From an optimization exercise on the open Yosys and OpenROAD flow, aimed at a short achievable clock period and few clock cycles; shortcuts taken in it are not production practice. Only simulation tests tie the RTL to the original design; equivalence was not proved. The clock input has no modelled driver; a real chip could not lean on it and would need a root buffer or a full tree. Power figures rest on the tool's default switching activity, not on a simulated workload.

==> job 439: inputs <==
## day4_top
module day4_top( clk, rst, rom_addr, rom_data, sum_overlap, sum_contain, done );
export LEC_CHECK = 0
export ABC_CLOCK_PERIOD_IN_PS = 1500
export CAP_MARGIN = 20
export CORE_MARGIN = 2
export CORE_UTILIZATION = 60
export PLACE_DENSITY = 0.7
export SETUP_SLACK_MARGIN = 2.8
export SLEW_MARGIN = 20
export TNS_END_PERCENT = 100
export POST_CTS_TCL = /design/flow/flow/clocktree.tcl
create_clock -name core_clock -period 4.0 [get_ports {clk}]
standard.sh (not shown) runs the stock make flow with config.mk's settings and CLKGATE_MAP_FILE= SYNTH_SCRIPT=/design/flow/synth_recipe.tcl, a recipe that flattens the netlist after the stock synthesis.
==> flow/flow/run.sh <==
#!/bin/bash
# The standard layout, with the clock tree that ORFS's CTS builds replaced
# by a two-level one (flow/clocktree.tcl, run as ORFS's POST_CTS_TCL hook).
set -euo pipefail
here=$(pwd)
echo "export POST_CTS_TCL = $here/flow/clocktree.tcl" >> config.mk
bash standard.sh finish > standard_make.log 2>&1
==> flow/flow/clocktree.tcl <==
# Rebuild the clock tree with two levels of inverters: the clock port drives
# four inv_16, one per quadrant of the registers' placement, and each of
# those drives CT_LEAVES clkinv_8, each driving the registers of one part of
# its quadrant (split at the median along the wider side), so the registers
# see the clock twice inverted. Run as POST_CTS_TCL, after ORFS's CTS.
set ::block [ord::get_db_block]
set db [ord::get_db]
set clk_net [$::block findNet clk]
if {![info exists ::env(CT_ROOT)]} { set ::env(CT_ROOT) sky130_fd_sc_hd__inv_16 }
if {![info exists ::env(CT_LEAF)]} { set ::env(CT_LEAF) sky130_fd_sc_hd__clkinv_8 }
set rootm [$db findMaster $::env(CT_ROOT)]
set leafm [$db findMaster $::env(CT_LEAF)]

# all clock sinks (register clock pins) reached from the clock port
set ::sinks {}
set ::cts_bufs {}
proc walk {net} {
  foreach it [$net getITerms] {
    set inst [$it getInst]
    if {[$it getIoType] != "INPUT"} { continue }
    set m [[$inst getMaster] getName]
    if {[string match "sky130_fd_sc_hd__clkbuf_*" $m] || [string match "sky130_fd_sc_hd__clkinv*" $m] || [string match "sky130_fd_sc_hd__buf_*" $m] || [string match "sky130_fd_sc_hd__inv_*" $m]} {
      lappend ::cts_bufs $inst
      foreach o [$inst getITerms] {
        if {[$o getIoType] == "OUTPUT" && [$o getNet] != "NULL"} { walk [$o getNet] }
      }
    } else {
      lappend ::sinks $it
    }
  }
}
walk $clk_net
puts "clocktree: [llength $::sinks] sinks, [llength $::cts_bufs] old buffers"


if {![info exists ::env(CT_LEAVES)]} { set ::env(CT_LEAVES) 4 }
set leaves_per_root $::env(CT_LEAVES)

# sink positions
set ::pos [dict create]
foreach it $::sinks {
  set b [[$it getInst] getBBox]
  dict set ::pos $it [list [expr {([$b xMin] + [$b xMax]) / 2}] [expr {([$b yMin] + [$b yMax]) / 2}]]
}
proc ctr {items} {
  set sx 0; set sy 0
  foreach it $items { lassign [dict get $::pos $it] x y; incr sx $x; incr sy $y }
  set n [llength $items]
  return [list [expr {$sx / $n}] [expr {$sy / $n}]]
}
# split items into n parts of near-equal size, cutting across the wider side
proc bisect {items n} {
  if {$n <= 1 || [llength $items] < 2} { return [list $items] }
  set xs {}; set ys {}
  foreach it $items { lassign [dict get $::pos $it] x y; lappend xs $x; lappend ys $y }
  set xs [lsort -integer $xs]; set ys [lsort -integer $ys]
  set wx [expr {[lindex $xs end] - [lindex $xs 0]}]
  set wy [expr {[lindex $ys end] - [lindex $ys 0]}]
  set k [expr {$wx >= $wy ? 0 : 1}]
  set sorted [lsort -integer -index 1 [lmap it $items {list $it [lindex [dict get $::pos $it] $k]}]]
  set n1 [expr {$n / 2}]
  set cut [expr {[llength $items] * $n1 / $n}]
  set a [lmap p [lrange $sorted 0 [expr {$cut - 1}]] {lindex $p 0}]
  set b [lmap p [lrange $sorted $cut end] {lindex $p 0}]
  return [concat [bisect $a $n1] [bisect $b [expr {$n - $n1}]]]
}
proc outpin {master} {
  foreach mt [$master getMTerms] {
    if {[$mt getIoType] == "OUTPUT"} { return [$mt getName] }
  }
}
proc place_buf {name master x y} {
  set inst [odb::dbInst_create $::block $master $name]
  $inst setLocation [expr {$x - [$master getWidth] / 2}] [expr {$y - [$master getHeight] / 2}]
  $inst setPlacementStatus PLACED
  return $inst
}
# drop the old tree
set old_nets {}
foreach inst $::cts_bufs {
  foreach o [$inst getITerms] {
    if {[$o getIoType] == "OUTPUT" && [$o getNet] != "NULL"} { lappend old_nets [$o getNet] }
  }
}
foreach it $::sinks { $it disconnect }
foreach inst $::cts_bufs { odb::dbInst_destroy $inst }
foreach n [lsort -unique $old_nets] {
  if {[llength [$n getITerms]] == 0 && [llength [$n getBTerms]] == 0} { odb::dbNet_destroy $n }
}


set roots [bisect $::sinks 4]
set r 0
foreach rg $roots {
  set rnet [odb::dbNet_create $::block "clknet_r$r"]
  $rnet setSigType CLOCK
  set l 0
  set lcs {}
  foreach lg [bisect $rg $leaves_per_root] {
    set lnet [odb::dbNet_create $::block "clknet_r${r}_l$l"]
    $lnet setSigType CLOCK
    lassign [ctr $lg] cx cy
    lappend lcs [list $cx $cy]
    set inst [place_buf "clkbuf_r${r}_l$l" $leafm $cx $cy]
    [$inst findITerm A] connect $rnet
    [$inst findITerm [outpin $leafm]] connect $lnet
    foreach it $lg { $it connect $lnet }
    puts "clocktree: root $r leaf $l: [llength $lg] sinks at [expr {$cx / 1000.0}] [expr {$cy / 1000.0}]"
    incr l
  }
  set sx 0; set sy 0
  foreach c $lcs { incr sx [lindex $c 0]; incr sy [lindex $c 1] }
  set inst [place_buf "clkbuf_r$r" $rootm [expr {$sx / [llength $lcs]}] [expr {$sy / [llength $lcs]}]]
  [$inst findITerm A] connect $clk_net
  [$inst findITerm [outpin $rootm]] connect $rnet
  incr r
}

detailed_placement
estimate_parasitics -placement
repair_timing_helper
detailed_placement
check_placement -verbose
==> inputs of job 5261, as changes to job 439 <==
--- a/flow/design.v
+++ b/flow/design.v
@@ -5,30 +5,22 @@
     output [13:0] rom_addr;
     input [7:0] rom_data;
     output [15:0] sum_contain;
     output [15:0] sum_overlap;
     output done;
-    function lt_hi(input [6:0] x, input [6:0] y);
-        reg [6:0] g, n;
-        begin
-            g = ~x & y;
-            n = ~x | y;    
-            lt_hi = g[6] |
-                    (n[6] & g[5]) |
-                    (n[6] & n[5] & g[4]) |
-                    (n[6] & n[5] & n[4] & g[3]);
-        end
+    function lt2(input x1, input x0, input y1, input y0);
+        lt2 = (~x1 & y1) | ((~x1 | y1) & ~x0 & y0);
     endfunction
-    function lt_lo(input [6:0] x, input [6:0] y);
-        reg [6:0] g, n;
-        begin
-            g = ~x & y;
-            n = ~x | y;
-            lt_lo = g[2] |
-                    (n[2] & g[1]) |
-                    (n[2] & n[1] & g[0]);
-        end
+    function [7:0] grp(input [6:0] x, input [6:0] y);
+        grp = {lt2(y[6], y[5], x[6], x[5]), lt2(y[4], y[3], x[4], x[3]),
+               lt2(y[2], y[1], x[2], x[1]), lt2(1'b0, y[0], 1'b0, x[0]),
+               lt2(x[6], x[5], y[6], y[5]), lt2(x[4], x[3], y[4], y[3]),
+               lt2(x[2], x[1], y[2], y[1]), lt2(1'b0, x[0], 1'b0, y[0])};
+    endfunction
+    function [3:0] halves(input [7:0] g);
+        halves = {g[5] | (~g[1] & g[4]), g[1] | (~g[5] & g[0]),
+                  g[7] | (~g[3] & g[6]), g[3] | (~g[7] & g[2])};
     endfunction
     localparam S_NEW = 0,    
                S_RA  = 1,    
                S_RD1 = 2,    
                S_RB2 = 3,    
@@ -36,29 +28,34 @@
                S_RC  = 5,    
                S_RB3 = 6,    
                S_RD3 = 7,    
                S_RD4 = 8,    
                S_RB4 = 9,    
-               S_IDL = 10;   
-    localparam NS = 11;
+               S_IDL = 10,   
+               S_RC5 = 11,   
+               S_RB6 = 12;   
+    localparam NS = 13;
     localparam [NS-1:0] ST_NEW = 1 << S_NEW, ST_RA = 1 << S_RA, ST_IDL = 1 << S_IDL;
     reg [13:0] addr;
     reg [6:0]  data_q;         
-    reg [6:0]  data_n;         
+    reg [7:0]  ga, gb, gc, gd;
     reg        in99, inzero;   
     reg [NS-1:0] stA;
     reg [11:0]   lineA;
     reg [6:0]    aA, bA, cA, dA;
     reg          acA, caA, dbA, bdA, adA, cbA;   
     reg [NS-1:0] stB;
     reg [11:0]   lineB;
     reg [6:0]    aB, bB, cB, dB;
     reg          acB, caB, dbB, bdB, adB, cbB;
     reg          hiB;         
-    reg [3:0]    ca, cb, cd;
-    reg [2:0]    cc;
-    reg          is99, zero;
+    reg          is99B;       
+    reg          lt_a, lt_b, lt_c, lt_d;    
+    reg          eq_a, eq_b, eq_d;          
+    reg          disB;        
+    reg          bothB;       
+    reg          zero;
     reg [NS-1:0] stC;
     reg [11:0]   lineC;
     reg [6:0]    aC, bC, cC, dC;
     reg          acC, caC, dbC, bdC, adC, cbC;
     reg          freeC;       
@@ -70,10 +67,11 @@
     reg [NS-1:0] stD;
     reg [11:0]   lineD;
     reg [6:0]    aD, bD, cD, dD;
     reg          acD, caD, dbD, bdD, adD, cbD;
     reg [11:0] next_line;
+    reg [1:0]  fn;             
     reg        term;
     reg        rst_q;          
     reg        inc_c, inc_o;
     reg [15:0] cnt_c, cnt_o;
     reg [15:0] out_c, out_o;   
@@ -82,46 +80,55 @@
     assign rom_addr = addr;
     assign sum_contain = out_c;
     assign sum_overlap = out_o;
     assign done = int_done;
     wire [6:0] v = data_q;
-    wire [6:0] w = ~data_n;    
     wire rd_a = stA[S_RA];
-    wire rd_b = stA[S_RB2] | stA[S_RB3] | stA[S_RB4];
-    wire rd_c = stA[S_RC2] | stA[S_RC];
+    wire rd_b = stA[S_RB2] | stA[S_RB3] | stA[S_RB4] | stA[S_RB6];
+    wire rd_c = stA[S_RC2] | stA[S_RC] | stA[S_RC5];
     wire rd_d = stA[S_RD1] | stA[S_RD3] | stA[S_RD4];
-    wire lt_a = ca[0] | (~ca[1] & ca[2]);
-    wire lt_b = cb[0] | (~cb[1] & cb[2]);
-    wire lt_c = cc[0] | (~cc[1] & cc[2]);
-    wire lt_d = cd[0] | (~cd[1] & cd[2]);
-    wire eq_a = ~|ca;
-    wire eq_b = ~|cb;
-    wire eq_d = ~|cd;
-    wire fin_dis  = (stB[S_RD1] & lt_a) | (stB[S_RB3] & lt_c) | (stB[S_RD4] & lt_a);
-    wire fin_both = (stB[S_RB2] & eq_d) | (stB[S_RC] & eq_a) |
-                    (stB[S_RB3] & ~lt_c & is99) | (stB[S_RD4] & ~lt_a & is99);
-    wire fin_full = stB[S_RC2] | stB[S_RD3] | stB[S_RB4];
+    wire [3:0] ha = halves(ga), hb = halves(gb), hc = halves(gc), hd = halves(gd);
+    wire a_lt_a = ha[0] | (~ha[1] & ha[2]);
+    wire a_lt_b = hb[0] | (~hb[1] & hb[2]);
+    wire a_lt_c = hc[0] | (~hc[1] & hc[2]);
+    wire a_lt_d = hd[0] | (~hd[1] & hd[2]);
+    wire a_gt_a = ha[1] | (~ha[0] & ha[3]);
+    wire a_gt_b = hb[1] | (~hb[0] & hb[3]);
+    wire a_gt_d = hd[1] | (~hd[0] & hd[3]);
+    wire a_eq_a = ~a_lt_a & ~a_gt_a;
+    wire a_eq_b = ~a_lt_b & ~a_gt_b;
+    wire a_eq_d = ~a_lt_d & ~a_gt_d;
+    wire a_99   = in99;
+    wire a_dis  = (stA[S_RD1] & a_lt_a) | (stA[S_RB3] & a_lt_c) | (stA[S_RD4] & a_lt_a);
+    wire a_both = (stA[S_RB2] & a_eq_d) | (stA[S_RC] & a_eq_a) |
+                  (stA[S_RB3] & ~a_lt_c & a_99) | (stA[S_RD4] & ~a_lt_a & a_99) |
+                  (stA[S_RC5] & (a_lt_a | a_eq_a));
+    wire fin_dis  = disB;
+    wire fin_both = bothB;
+    wire fin_full = stB[S_RC2] | stB[S_RD3] | stB[S_RB4] | stB[S_RB6];
     wire [NS-1:0] cont;
     assign cont[S_NEW] = 1'b0;
     assign cont[S_RA]  = 1'b0;
     assign cont[S_RD1] = stB[S_RA] & hiB;
     assign cont[S_RC]  = stB[S_RA] & ~hiB;
-    assign cont[S_RB2] = stB[S_RD1];
+    assign cont[S_RB2] = stB[S_RD1] & ~is99B;
+    assign cont[S_RC5] = stB[S_RD1] & is99B;
+    assign cont[S_RB6] = stB[S_RC5];
     assign cont[S_RC2] = stB[S_RB2];
     assign cont[S_RB3] = stB[S_RC] & ~lt_a;
     assign cont[S_RD4] = stB[S_RC] & lt_a;
     assign cont[S_RD3] = stB[S_RB3];
     assign cont[S_RB4] = stB[S_RD4];
     assign cont[S_IDL] = stB[S_IDL];
     wire [1:0] cont_off = (cont[S_RD1] | cont[S_RD3] | cont[S_RD4]) ? 2'd3 :
-                          (cont[S_RC2] | cont[S_RC]) ? 2'd2 :
-                          (cont[S_RB2] | cont[S_RB3] | cont[S_RB4]) ? 2'd1 : 2'd0;
-    wire b_after_d = stB[S_RB2] | stB[S_RB4];
+                          (cont[S_RC2] | cont[S_RC] | cont[S_RC5]) ? 2'd2 :
+                          (cont[S_RB2] | cont[S_RB3] | cont[S_RB4] | cont[S_RB6]) ? 2'd1 : 2'd0;
+    wire b_after_d = stB[S_RB2] | stB[S_RB4] | stB[S_RB6];
     wire d_after_b = stB[S_RD3];
-    wire b_after_c = stB[S_RB3] | stB[S_RB4];
+    wire b_after_c = stB[S_RB3] | stB[S_RB4] | stB[S_RB6];
     wire c_after_b = stB[S_RC2];
-    wire c_read    = stB[S_RC2] | stB[S_RC];
+    wire c_read    = stB[S_RC2] | stB[S_RC] | stB[S_RC5];
     wire d_read    = stB[S_RD1] | stB[S_RD3] | stB[S_RD4];
     wire n_ac = c_read ? ~lt_a : acB;
     wire n_ca = c_read ? (lt_a | eq_a) : caB;
     wire n_ad = d_read ? ~lt_a : adB;
     wire n_db = b_after_d ? ~lt_d : d_after_b ? (lt_b | eq_b) : dbB;
@@ -132,11 +139,14 @@
     wire [NS-1:0] n_st = new_line ? ST_RA : to_idle ? ST_IDL : contC;
     wire [11:0] n_line = new_line ? next_line : lineC;
     wire [1:0]  n_off  = new_line ? 2'd0 : offC;
     always @(posedge clk) begin
         data_q <= rom_data[6:0];
-        data_n <= ~rom_data[6:0];
+        ga <= grp(rom_data[6:0], aD);
+        gb <= grp(rom_data[6:0], bD);
+        gc <= grp(rom_data[6:0], cD);
+        gd <= grp(rom_data[6:0], dD);
         in99 <= (rom_data[6:0] == 7'd99);
         inzero <= (rom_data == 8'd0);
         if (rst) begin
             addr <= 14'd0;
             stA <= ST_NEW;
@@ -147,10 +157,11 @@
             zeroC <= 1'b0;
             bothC <= 1'b0;
             fullC <= 1'b0;
             lineD <= 12'd0;
             next_line <= 12'd1;
+            fn <= 2'd0;
             term <= 1'b0;
             int_done <= 1'b0;
         end else begin
             stB <= stA;
             stC <= stB;
@@ -159,17 +170,21 @@
             bothC <= fin_both;
             fullC <= fin_full;
             addr <= {n_line, n_off};
             stD <= n_st;
             lineD <= n_line;
-            if (new_line)
-                next_line <= next_line + 12'd1;
+            if (new_line) begin
+                next_line[3:0] <= next_line[3:0] + 4'd1;
+                if (fn[0]) next_line[7:4] <= next_line[7:4] + 4'd1;
+                if (fn[0] & fn[1]) next_line[11:8] <= next_line[11:8] + 4'd1;
+                fn[0] <= (next_line[3:0] == 4'd14);
+                if (fn[0]) fn[1] <= (next_line[7:4] == 4'd14);
+            end
             if (stC[S_RA] & zeroC)
                 term <= 1'b1;
             stA <= stD;
-            if (term & stA[S_IDL] & stB[S_IDL] & stC[S_IDL] & stD[S_IDL])
-                int_done <= 1'b1;
+            int_done <= term & stA[S_IDL] & stB[S_IDL] & stC[S_IDL] & stD[S_IDL];
         end
         rst_q <= rst;
         if (rst_q) begin
             inc_c <= 1'b0;
             inc_o <= 1'b0;
@@ -218,15 +233,20 @@
         bB <= rd_b ? v : bA;
         cB <= rd_c ? v : cA;
         dB <= rd_d ? v : dA;
         acB <= acA; caB <= caA; dbB <= dbA; bdB <= bdA; adB <= adA; cbB <= cbA;
         hiB <= v[6];
-        ca <= {lt_lo(aA, w), lt_lo(w, aA), lt_hi(aA, w), lt_hi(w, aA)};
-        cb <= {lt_lo(bA, w), lt_lo(w, bA), lt_hi(bA, w), lt_hi(w, bA)};
-        cc <= {lt_lo(w, cA), lt_hi(cA, w), lt_hi(w, cA)};
-        cd <= {lt_lo(dA, w), lt_lo(w, dA), lt_hi(dA, w), lt_hi(w, dA)};
-        is99 <= in99;
+        is99B <= in99;
+        lt_a <= a_lt_a;
+        lt_b <= a_lt_b;
+        lt_c <= a_lt_c;
+        lt_d <= a_lt_d;
+        eq_a <= a_eq_a;
+        eq_b <= a_eq_b;
+        eq_d <= a_eq_d;
+        disB <= a_dis;
+        bothB <= a_both;
         zero <= inzero;
         lineC <= lineB;
         aC <= aB; bC <= bB; cC <= cB; dC <= dB;
         acC <= n_ac; caC <= n_ca; dbC <= n_db; bdC <= n_bd; adC <= n_ad; cbC <= n_cb;
         contC <= cont;
Settings changed: SETUP_SLACK_MARGIN 2.8 to 2.6.
==> inputs of job 1218, as changes to job 439 <==
--- a/flow/design.v
+++ b/flow/design.v
@@ -40,13 +40,11 @@
                S_RB4 = 9,    
                S_IDL = 10;   
     localparam NS = 11;
     localparam [NS-1:0] ST_NEW = 1 << S_NEW, ST_RA = 1 << S_RA, ST_IDL = 1 << S_IDL;
     reg [13:0] addr;
-    reg [6:0]  data_q;         
-    reg [6:0]  data_n;         
-    reg        in99, inzero;   
+    reg [7:0]  data_q;
     reg [NS-1:0] stA;
     reg [11:0]   lineA;
     reg [6:0]    aA, bA, cA, dA;
     reg          acA, caA, dbA, bdA, adA, cbA;   
     reg [NS-1:0] stB;
@@ -61,12 +59,10 @@
     reg [11:0]   lineC;
     reg [6:0]    aC, bC, cC, dC;
     reg          acC, caC, dbC, bdC, adC, cbC;
     reg          freeC;       
     reg          zeroC;       
-    reg          bothC;       
-    reg          fullC;       
     reg [NS-1:0] contC;       
     reg [1:0]    offC;        
     reg [NS-1:0] stD;
     reg [11:0]   lineD;
     reg [6:0]    aD, bD, cD, dD;
@@ -74,19 +70,17 @@
     reg [11:0] next_line;
     reg        term;
     reg        rst_q;          
     reg        inc_c, inc_o;
     reg [15:0] cnt_c, cnt_o;
-    reg [15:0] out_c, out_o;   
     reg [2:0]  fc, fo;         
     reg        int_done;
     assign rom_addr = addr;
-    assign sum_contain = out_c;
-    assign sum_overlap = out_o;
+    assign sum_contain = cnt_c;
+    assign sum_overlap = cnt_o;
     assign done = int_done;
-    wire [6:0] v = data_q;
-    wire [6:0] w = ~data_n;    
+    wire [6:0] v = data_q[6:0];
     wire rd_a = stA[S_RA];
     wire rd_b = stA[S_RB2] | stA[S_RB3] | stA[S_RB4];
     wire rd_c = stA[S_RC2] | stA[S_RC];
     wire rd_d = stA[S_RD1] | stA[S_RD3] | stA[S_RD4];
     wire lt_a = ca[0] | (~ca[1] & ca[2]);
@@ -131,35 +125,28 @@
     wire to_idle  = (stC[S_RA] & (zeroC | term)) | (freeC & term) | stC[S_IDL];
     wire [NS-1:0] n_st = new_line ? ST_RA : to_idle ? ST_IDL : contC;
     wire [11:0] n_line = new_line ? next_line : lineC;
     wire [1:0]  n_off  = new_line ? 2'd0 : offC;
     always @(posedge clk) begin
-        data_q <= rom_data[6:0];
-        data_n <= ~rom_data[6:0];
-        in99 <= (rom_data[6:0] == 7'd99);
-        inzero <= (rom_data == 8'd0);
+        data_q <= rom_data;
         if (rst) begin
             addr <= 14'd0;
             stA <= ST_NEW;
             stB <= ST_NEW;
             stC <= ST_NEW;
             stD <= ST_RA;
             freeC <= 1'b1;
             zeroC <= 1'b0;
-            bothC <= 1'b0;
-            fullC <= 1'b0;
             lineD <= 12'd0;
             next_line <= 12'd1;
             term <= 1'b0;
             int_done <= 1'b0;
         end else begin
             stB <= stA;
             stC <= stB;
             freeC <= fin_dis | fin_both | fin_full | stB[S_NEW];
             zeroC <= stB[S_RA] & zero;
-            bothC <= fin_both;
-            fullC <= fin_full;
             addr <= {n_line, n_off};
             stD <= n_st;
             lineD <= n_line;
             if (new_line)
                 next_line <= next_line + 12'd1;
@@ -176,12 +163,12 @@
             cnt_c <= 16'd0;
             cnt_o <= 16'd0;
             fc <= 3'd0;
             fo <= 3'd0;
         end else begin
-            inc_c <= bothC | (fullC & ((acC & dbC) | (caC & bdC)));
-            inc_o <= bothC | (fullC & adC & cbC);
+            inc_c <= fin_both | (fin_full & ((n_ac & n_db) | (n_ca & n_bd)));
+            inc_o <= fin_both | (fin_full & n_ad & n_cb);
             if (inc_c) begin
                 cnt_c[3:0] <= cnt_c[3:0] + 4'd1;
                 if (fc[0]) cnt_c[7:4] <= cnt_c[7:4] + 4'd1;
                 if (fc[0] & fc[1]) cnt_c[11:8] <= cnt_c[11:8] + 4'd1;
                 if (fc[0] & fc[1] & fc[2]) cnt_c[15:12] <= cnt_c[15:12] + 4'd1;
@@ -197,37 +184,23 @@
                 fo[0] <= (cnt_o[3:0] == 4'd14);
                 if (fo[0]) fo[1] <= (cnt_o[7:4] == 4'd14);
                 if (fo[0] & fo[1]) fo[2] <= (cnt_o[11:8] == 4'd14);
             end
         end
-        out_c <= cnt_c;
-        out_o <= cnt_o;
-        if (inc_c) begin
-            out_c[3:0] <= cnt_c[3:0] + 4'd1;
-            if (fc[0]) out_c[7:4] <= cnt_c[7:4] + 4'd1;
-            if (fc[0] & fc[1]) out_c[11:8] <= cnt_c[11:8] + 4'd1;
-            if (fc[0] & fc[1] & fc[2]) out_c[15:12] <= cnt_c[15:12] + 4'd1;
-        end
-        if (inc_o) begin
-            out_o[3:0] <= cnt_o[3:0] + 4'd1;
-            if (fo[0]) out_o[7:4] <= cnt_o[7:4] + 4'd1;
-            if (fo[0] & fo[1]) out_o[11:8] <= cnt_o[11:8] + 4'd1;
-            if (fo[0] & fo[1] & fo[2]) out_o[15:12] <= cnt_o[15:12] + 4'd1;
-        end
         lineB <= lineA;
         aB <= rd_a ? v : aA;
         bB <= rd_b ? v : bA;
         cB <= rd_c ? v : cA;
         dB <= rd_d ? v : dA;
         acB <= acA; caB <= caA; dbB <= dbA; bdB <= bdA; adB <= adA; cbB <= cbA;
         hiB <= v[6];
-        ca <= {lt_lo(aA, w), lt_lo(w, aA), lt_hi(aA, w), lt_hi(w, aA)};
-        cb <= {lt_lo(bA, w), lt_lo(w, bA), lt_hi(bA, w), lt_hi(w, bA)};
-        cc <= {lt_lo(w, cA), lt_hi(cA, w), lt_hi(w, cA)};
-        cd <= {lt_lo(dA, w), lt_lo(w, dA), lt_hi(dA, w), lt_hi(w, dA)};
-        is99 <= in99;
-        zero <= inzero;
+        ca <= {lt_lo(aA, v), lt_lo(v, aA), lt_hi(aA, v), lt_hi(v, aA)};
+        cb <= {lt_lo(bA, v), lt_lo(v, bA), lt_hi(bA, v), lt_hi(v, bA)};
+        cc <= {lt_lo(v, cA), lt_hi(cA, v), lt_hi(v, cA)};
+        cd <= {lt_lo(dA, v), lt_lo(v, dA), lt_hi(dA, v), lt_hi(v, dA)};
+        is99 <= (v == 7'd99);
+        zero <= (data_q == 8'd0);
         lineC <= lineB;
         aC <= aB; bC <= bB; cC <= cB; dC <= dB;
         acC <= n_ac; caC <= n_ca; dbC <= n_db; bdC <= n_bd; adC <= n_ad; cbC <= n_cb;
         contC <= cont;
         offC <= cont_off;
--- a/flow/flow/clocktree.tcl
+++ b/flow/flow/clocktree.tcl
@@ -1,14 +1,14 @@
 # Rebuild the clock tree with two levels of inverters: the clock port drives
-# four inv_16, one per quadrant of the registers' placement, and each of
+# four clkinv_16, one per quadrant of the registers' placement, and each of
 # those drives CT_LEAVES clkinv_8, each driving the registers of one part of
 # its quadrant (split at the median along the wider side), so the registers
 # see the clock twice inverted. Run as POST_CTS_TCL, after ORFS's CTS.
 set ::block [ord::get_db_block]
 set db [ord::get_db]
 set clk_net [$::block findNet clk]
-if {![info exists ::env(CT_ROOT)]} { set ::env(CT_ROOT) sky130_fd_sc_hd__inv_16 }
+if {![info exists ::env(CT_ROOT)]} { set ::env(CT_ROOT) sky130_fd_sc_hd__clkinv_16 }
 if {![info exists ::env(CT_LEAF)]} { set ::env(CT_LEAF) sky130_fd_sc_hd__clkinv_8 }
 set rootm [$db findMaster $::env(CT_ROOT)]
 set leafm [$db findMaster $::env(CT_LEAF)]
 
 # all clock sinks (register clock pins) reached from the clock port
Settings changed: SETUP_SLACK_MARGIN 2.8 to 2.6.
==> summary.txt <==
quantity                                                                job 439     job 5261     job 1218
Buffer and inverter count on the worst path                                   1            1            0
Number of cells on the worst reg-to-reg path                                  5            4            4
Pre-CTS setup slack                                                     2.03 ns      1.93 ns      1.78 ns
Met2 track demand over resource                                           0.353        0.323        0.373
Fraction of layout instances using a drive strength above 1               0.319        0.203        0.299
Launch point of the critical path                                     data_n[3]     out_o[1]    data_q[3]
Area growth from synthesis to layout                                      20.7%        13.8%        24.1%
Die width                                                                134 um       138 um       127 um
Critical path data arrival time                                         1.42 ns      0.58 ns      1.53 ns
Layout filler cell count                                                   1129         1269          979
Status                                                 timing/DRC/antenna clean  timing/DRC/antenna clean  timing/DRC/antenna clean
Std-Cell Rows                                                                47           49           45
Syn_nets                                                                    851          886          809
Fraction of the cycle the final worst path needs                          0.351        0.346        0.369
Synth Area in Compound Gates                                             0.0599       0.0483       0.0658
Xor-xnor portion of the synthesized cell area                            0.0286       0.0251       0.0308
Reg power frac                                                            0.690        0.668        0.614
Combinational Power Share                                                 0.035        0.025        0.032
NetSw                                                                 0.00130 W    0.00137 W    0.00122 W
Post-Layout Cell Count                                                     1152         1161         1094
Post-route cell area                                                0.0122 mm^2  0.0123 mm^2  0.0113 mm^2
Detailed Route Iter0 Violations                                             268          223          196
Clock slew seen by the registers of the worst setup and hold paths      0.08 ns      0.09 ns      0.08 ns
Testbench counts of job 439, summed over its fixed seeds: cycles 23,775.
Testbench counts of job 5261, summed over its fixed seeds: cycles 23,748.
Testbench counts of job 1218, summed over its fixed seeds: cycles 23,775.
No run of this note takes its clock network from TritonCTS; it comes from the design's own scripts or RTL.

==> port drivers added, routing unchanged <==
The flow's constraints put no driver on any port. The routed layouts listed below were extracted and timed again, unchanged, in two steps. Step 1 (the two cells are an assumption about what drives the block):
set clk [get_ports {clk}]
set_driving_cell -lib_cell sky130_fd_sc_hd__clkbuf_16 $clk
set_driving_cell -lib_cell sky130_fd_sc_hd__buf_2 [delete_from_list [all_inputs] $clk]
Step 2, shift: input delay + t, output delay - t, t = (earliest + latest rising clock arrival at the registers) / 2. This alone moves slack from input paths to output paths. Slacks: ideal / step 1 / step 2; pairs: ideal / step 1.
| run | t (ns) | setup slack, ns | latest minus earliest clock arrival (ns) | worst register clock-pin slew, ns | cell pins on the clock port's net |
|---|---|---|---|---|---|
| job 439 | 0.312 | 2.595 / 2.432 / 2.415 | 0.010 / 0.010 | 0.08 / 0.08 | 4 |
| job 5261 | 0.321 | 2.615 / 2.423 / 2.412 | 0.015 / 0.016 | 0.09 / 0.10 | 4 |
| job 1218 | 0.376 | 2.524 / 2.341 / 2.360 | 0.027 / 0.028 | 0.09 / 0.09 | 4 |
After both steps every run listed still meets setup and hold. The setup slack of job 5261, which loses most, moves by -0.192 ns with the drivers and by -0.203 ns with both steps.
